From an optimization exercise on the open Yosys and OpenROAD flow, aimed at small area, a short achievable clock period and few clock cycles per item; shortcuts taken in it are not production practice.
In this exercise RTL edits were held to simulation tests only and were not proved equivalent to the original.

## lut_master
module lut_master #(parameter data_width = 16) (
		input wire clk,
		input wire reset,
		input wire req,
		input wire [8 - 1 : 0] lut_handle,
		input wire [data_width - 1 : 0] req_arg,
		output wire [data_width - 1 : 0] data_out,
		output reg valid,
		output reg invalid_request
	);
clock: 8.0 ns
lec_check: 0
abc_area: 1
cap_margin: 20
core_margin: 2
core_utilization: 45
place_density: 0.6
setup_slack_margin: 2.0
slew_margin: 20
synth_memory_max_bits: 70000
tns_end_percent: 20
standard.sh (not shown) runs the stock make flow with config.mk's settings and CLKGATE_MAP_FILE= SYNTH_SCRIPT=/design/flow/synth_recipe.tcl, a recipe that flattens the netlist after the stock synthesis.
==> flow/flow/run.sh <==
#!/bin/bash
# Standard layout, with two changes: the input and output ports are buffered
# by buf_4 cells instead of the delay buffers buffer_ports picks by default,
# and synthesis leaves the adders to abc instead of mapping them to the
# platform's full/half adder cells (the registers are the standard ones).
set -euo pipefail
bash standard.sh "BUFFER_PORTS_ARGS=-buffer_cell sky130_fd_sc_hd__buf_4" "ADDER_MAP_FILE=" finish > make_finish.log 2>&1
The starting point completed without violations.
Testbench counts at the start, summed over its fixed seeds: cycles 12,008, items 12,000.
Then changed:
Settings changed: CORE_UTILIZATION 45 to 55, PLACE_DENSITY 0.6 to 0.65, TNS_END_PERCENT 20 to default.
What happened: The changed run went through all stages and came out clean; worst hold slack improves by 0.013 ns; non-clock buffer count increases by 4; cell count decreases by 2.0%; critical path depth increases by 2; flip-flop and latch count stays the same; maximum frequency decreases by 17%.
Then changed:
Settings changed: CORE_UTILIZATION 55 to 40, PLACE_DENSITY 0.65 to 0.55.
=>
- utilization shrinks by 17 points
- critical path depth grows by 4
- area after synthesis does not change
Then changed:
Settings changed: CORE_UTILIZATION 40 to 45, PLACE_DENSITY 0.55 to 0.6, SETUP_SLACK_MARGIN 2.0 to 2.25.
Core utilization increases by 7.6 points.
Die area decreases by about 11%.
Setup slack gains 0.14 ns.
Register-to-register slack gains 0.02 ns.
Clock-buffer cell count stays the same.


red:
lut_master again, from the RTL that the note above started with.
==> flow/config.mk <==
export PLATFORM = sky130hd
export DESIGN_NAME = lut_master
export DESIGN_NICKNAME = lut_master
export VERILOG_FILES = /design/flow/design.v
export SDC_FILE = /design/flow/constraint.sdc
export NUM_CORES = 4
export LEC_CHECK = 0
export ABC_AREA = 1
export CAP_MARGIN = 20
export CORE_MARGIN = 2
export CORE_UTILIZATION = 45
export GPL_TIMING_DRIVEN = 0
export PLACE_DENSITY = 0.6
export SETUP_SLACK_MARGIN = 2.0
export SLEW_MARGIN = 20
export SYNTH_MEMORY_MAX_BITS = 70000
==> flow/constraint.sdc <==
create_clock -name core_clock -period 8.0 [get_ports {clk}]
set_input_delay 1.6000 -clock core_clock [delete_from_list [all_inputs] [get_ports {clk}]]
set_output_delay 1.6000 -clock core_clock [all_outputs]
set_load 0.01 [all_outputs]
Scripts as last shown in full above: flow/flow/run.sh
Testbench counts of red, summed over its fixed seeds: cycles 12,008, items 12,000.
> inputs changed (red -> blue)
- a deleted GPL_TIMING_DRIVEN that had been 0
- a deleted SETUP_SLACK_MARGIN that had been 2.0
==> comparison <==
blue | stages: all done | timing, DRC, antenna: all pass
red → blue: setup slack decreased by 0.41 ns relative to the old numbers, first-iteration DRC count decreased by 13% relative to the old numbers.
red reports its slowest cell on the critical path as maj3_1 while blue reports o32ai_1.
For green, these inputs were changed with respect to blue:
==> flow/flow/run.sh <==
#!/bin/bash
# Standard layout, with the input and output ports buffered by buf_4 cells
# instead of the delay buffers buffer_ports picks by default.
set -euo pipefail
bash standard.sh "BUFFER_PORTS_ARGS=-buffer_cell sky130_fd_sc_hd__buf_4" finish > make_finish.log 2>&1
## What came out
- Changes observed in green relative to blue: shortest period the worst path allows increased by 1.42 ns relative to the old numbers; cell area fell about 11%; share of synthesized cell area in and, or, nand and nor gates now sits lower; met2 usage in global routing went up by 6.5 points.
Setup changes, green to orange
- SETUP_SLACK_MARGIN: unset -> 2.0
==> flow/flow/run.sh <==
#!/bin/bash
# Standard layout, with two changes: the input and output ports are buffered
# by buf_4 cells instead of the delay buffers buffer_ports picks by default,
# and synthesis leaves the adders to abc instead of mapping them to the
# platform's full/half adder cells (the registers are the standard ones).
set -euo pipefail
bash standard.sh "BUFFER_PORTS_ARGS=-buffer_cell sky130_fd_sc_hd__buf_2" "ADDER_MAP_FILE=" finish > make_finish.log 2>&1
- Measured against each other, green and orange differ in met2 global-route usage, the lower figure coming from orange.
- green -> orange: routed length per instance decreased by more than 10%
- In orange, area fraction in compound gates after synthesis is lower than in green.
- orange vs green: relative area change from synthesis to final layout down in orange
- Summary of orange over green: number of filler instances in the final layout up 756; adder-cell area share of the yosys netlist down 32 points.
- Relative to green, orange improves worst slew margin relative to its limit.
Setup changes, orange to purple
- SETUP_SLACK_MARGIN: 2.0 -> 1.0
diff --git a/flow/flow/run.sh b/flow/flow/run.sh
--- a/flow/flow/run.sh
+++ b/flow/flow/run.sh
@@ -7 +7 @@
-bash standard.sh "BUFFER_PORTS_ARGS=-buffer_cell sky130_fd_sc_hd__buf_2" "ADDER_MAP_FILE=" finish > make_finish.log 2>&1
+bash standard.sh "BUFFER_PORTS_ARGS=-buffer_cell sky130_fd_sc_hd__buf_4" "ADDER_MAP_FILE=" finish > make_finish.log 2>&1
--- outcome ---
[compare] base=orange new=purple: length in cells of the worst reg-to-reg path comparable, final cell count shows a reduction of 23, final wirelength went down about 1.7%, relative area change from synthesis to final layout decreased 2.9 points, shortest clock period the worst path allows after layout rose 0.62 ns.
Inverter count, orange and purple: smaller value in purple
Going from orange to purple, global routing usage summed across all routing layers moved down; met2 routing resource usage after global routing moved down.


Setup of run A:
Starting RTL as in the previous note.
Settings: LEC_CHECK=0, ABC_AREA=1, CAP_MARGIN=20, CORE_MARGIN=2, CORE_UTILIZATION=45, PLACE_DENSITY=0.6, SETUP_SLACK_MARGIN=1.75, SLEW_MARGIN=20, SYNTH_MEMORY_MAX_BITS=70000; clock period 8.0 ns.
==> flow/flow/run.sh <==
#!/bin/bash
# Standard layout, with two changes: the input and output ports are buffered
# by buf_4 cells instead of the delay buffers buffer_ports picks by default,
# and synthesis leaves the adders to abc instead of mapping them to the
# platform's full/half adder cells (the registers are the standard ones).
set -euo pipefail
bash standard.sh "BUFFER_PORTS_ARGS=-buffer_cell sky130_fd_sc_hd__buf_4" "ADDER_MAP_FILE=" finish > make_finish.log 2>&1
Run A finished all stages; the layout is clean.
Testbench counts of run A, summed over its fixed seeds: cycles 12,008, items 12,000.
Here is what was changed in the inputs of run B compared with run A.
# run A
export LEC_CHECK = 0
export ABC_AREA = 1
export CAP_MARGIN = 20
export CORE_MARGIN = 2
export CORE_UTILIZATION = 45
export PLACE_DENSITY = 0.6
export SETUP_SLACK_MARGIN = 1.75
export SLEW_MARGIN = 20
export SYNTH_MEMORY_MAX_BITS = 70000
create_clock -name core_clock -period 8.0 [get_ports {clk}]
# run B
export LEC_CHECK = 0
export ABC_AREA = 1
export CAP_MARGIN = 20
export CORE_MARGIN = 2
export CORE_UTILIZATION = 35
export PLACE_DENSITY = 0.45
export SETUP_SLACK_MARGIN = 2.0
export SLEW_MARGIN = 20
export SYNTH_MEMORY_MAX_BITS = 70000
create_clock -name core_clock -period 8.0 [get_ports {clk}]
Findings:
Worst setup slack in run B is 390 ps higher than in run A
The final clock period utilization by the worst path in run B was lower than what run A gave.
Against run A as the reference, run B delivers a lower sequential share of layout area.
Run B gives more routed length on met2 than run A did.
The following lists how run C was set up differently from run B:
# run B
export LEC_CHECK = 0
export ABC_AREA = 1
export CAP_MARGIN = 20
export CORE_MARGIN = 2
export CORE_UTILIZATION = 35
export PLACE_DENSITY = 0.45
export SETUP_SLACK_MARGIN = 2.0
export SLEW_MARGIN = 20
export SYNTH_MEMORY_MAX_BITS = 70000
create_clock -name core_clock -period 8.0 [get_ports {clk}]
# run C
export LEC_CHECK = 0
export ABC_AREA = 1
export CAP_MARGIN = 20
export CORE_MARGIN = 2
export CORE_UTILIZATION = 45
export PLACE_DENSITY = 0.6
export SETUP_SLACK_MARGIN = 2.0
export SLEW_MARGIN = 20
export SYNTH_MEMORY_MAX_BITS = 70000
create_clock -name core_clock -period 8.0 [get_ports {clk}]
Results
- Run C went all the way through synthesis, placement and routing and the layout is clean on timing, DRC and antenna.
- Run B ended with every stage complete and zero timing, DRC or antenna violations.
- Cmp run C and run B / overall die area / higher: run B
- Run B has lower vias per cell than run C.
- Summary of run C over run B: total half-perimeter wirelength after legalization and detailed placement went down, fraction of cell area in non-clock buffers went down, wire length went down.
- Diff run B -> run C: data arrival time of the critical path shows an increase of 1860 ps; utilization shows an increase of 9.7 points.
[inputs] run D vs run C
# run C
export LEC_CHECK = 0
export ABC_AREA = 1
export CAP_MARGIN = 20
export CORE_MARGIN = 2
export CORE_UTILIZATION = 45
export PLACE_DENSITY = 0.6
export SETUP_SLACK_MARGIN = 2.0
export SLEW_MARGIN = 20
export SYNTH_MEMORY_MAX_BITS = 70000
create_clock -name core_clock -period 8.0 [get_ports {clk}]
# run D
export LEC_CHECK = 0
export ABC_AREA = 1
export CAP_MARGIN = 20
export CORE_MARGIN = 2
export CORE_UTILIZATION = 45
export PLACE_DENSITY = 0.6
export SETUP_SLACK_MARGIN = 2.5
export SLEW_MARGIN = 20
export SYNTH_MEMORY_MAX_BITS = 70000
create_clock -name core_clock -period 8.0 [get_ports {clk}]
--- outcome ---
- Run D vs run C, start point of the critical path: e_r$_DFF_P_ vs lut_handle[0]
- Run D can be clocked faster than run C.
- Run D against run C: total of plain and repair buffers excluding clock buffers grew by 64; final wirelength grew by 5.5%; total number of vias grew by 4.2%.
- Run D vs run C, critical path class: reg2out vs in2reg
What run E does differently from run D at the input level:
# run D
export LEC_CHECK = 0
export ABC_AREA = 1
export CAP_MARGIN = 20
export CORE_MARGIN = 2
export CORE_UTILIZATION = 45
export PLACE_DENSITY = 0.6
export SETUP_SLACK_MARGIN = 2.5
export SLEW_MARGIN = 20
export SYNTH_MEMORY_MAX_BITS = 70000
create_clock -name core_clock -period 8.0 [get_ports {clk}]
# run E
export LEC_CHECK = 0
export ABC_AREA = 1
export CAP_MARGIN = 10
export CORE_MARGIN = 2
export CORE_UTILIZATION = 45
export PLACE_DENSITY = 0.6
export SETUP_SLACK_MARGIN = 2.0
export SLEW_MARGIN = 10
export SYNTH_MEMORY_MAX_BITS = 70000
create_clock -name core_clock -period 8.0 [get_ports {clk}]
[summary]
Run E finished every stage and its layout cleared the timing, DRC and antenna checks. Run E vs run D: time the worst path needs with I/O delays and setup up. Number of non-filler instances in the completed layout in run E vs run D: down 71. Changes observed in run E relative to run D: design area has decreased; overall track demand over capacity in global routing has decreased. [run E vs run D] least setup slack across all paths after layout: lower in run E.

## static timing again, ports no longer ideal
In the flow no input, the clock included, has a driving cell. The finished layouts below were timed again as built, in two steps.
Step 1: set_driving_cell puts a clkbuf_16 on clk and a buf_2 on each other input, an assumption about the parent block.
Step 2 times the ports against the registers' clock, not the clock port: input delays grow and output delays shrink by t, the midpoint of the rising clock arrivals with the driver on.
a / b / c = no drivers / after step 1 / after step 2; a / b = the first two.
run	shift t [ns]	setup slack, ns	pins driven straight from the clock port
the first run of note 1	0.356	2.315 / 2.289 / 1.951	1
the second run of note 1	0.351	1.162 / 1.112 / 1.463	1
the third run of note 1	0.335	2.279 / 2.258 / 1.958	1
the fourth run of note 1	0.352	2.421 / 2.386 / 2.034	1
red	0.338	2.070 / 2.027 / 1.915	1
blue	0.356	1.662 / 1.692 / 1.336	1
green	0.331	0.244 / 0.263 / -0.068	1
orange	0.334	2.279 / 2.286 / 1.953	1
purple	0.356	1.662 / 1.692 / 1.336	1
run A	0.356	2.004 / 2.025 / 1.668	1
run B	0.355	2.391 / 2.338 / 2.066	1
run C	0.357	2.326 / 2.309 / 1.963	1
run D	0.358	2.490 / 2.437 / 2.129	1
run E	0.357	2.326 / 2.309 / 1.963	1
With both steps, setup timing fails in green, where it was met with ideal ports. The setup slack of the fourth run of note 1, which loses most, moves by -0.035 ns with the drivers and by -0.387 ns with both steps.
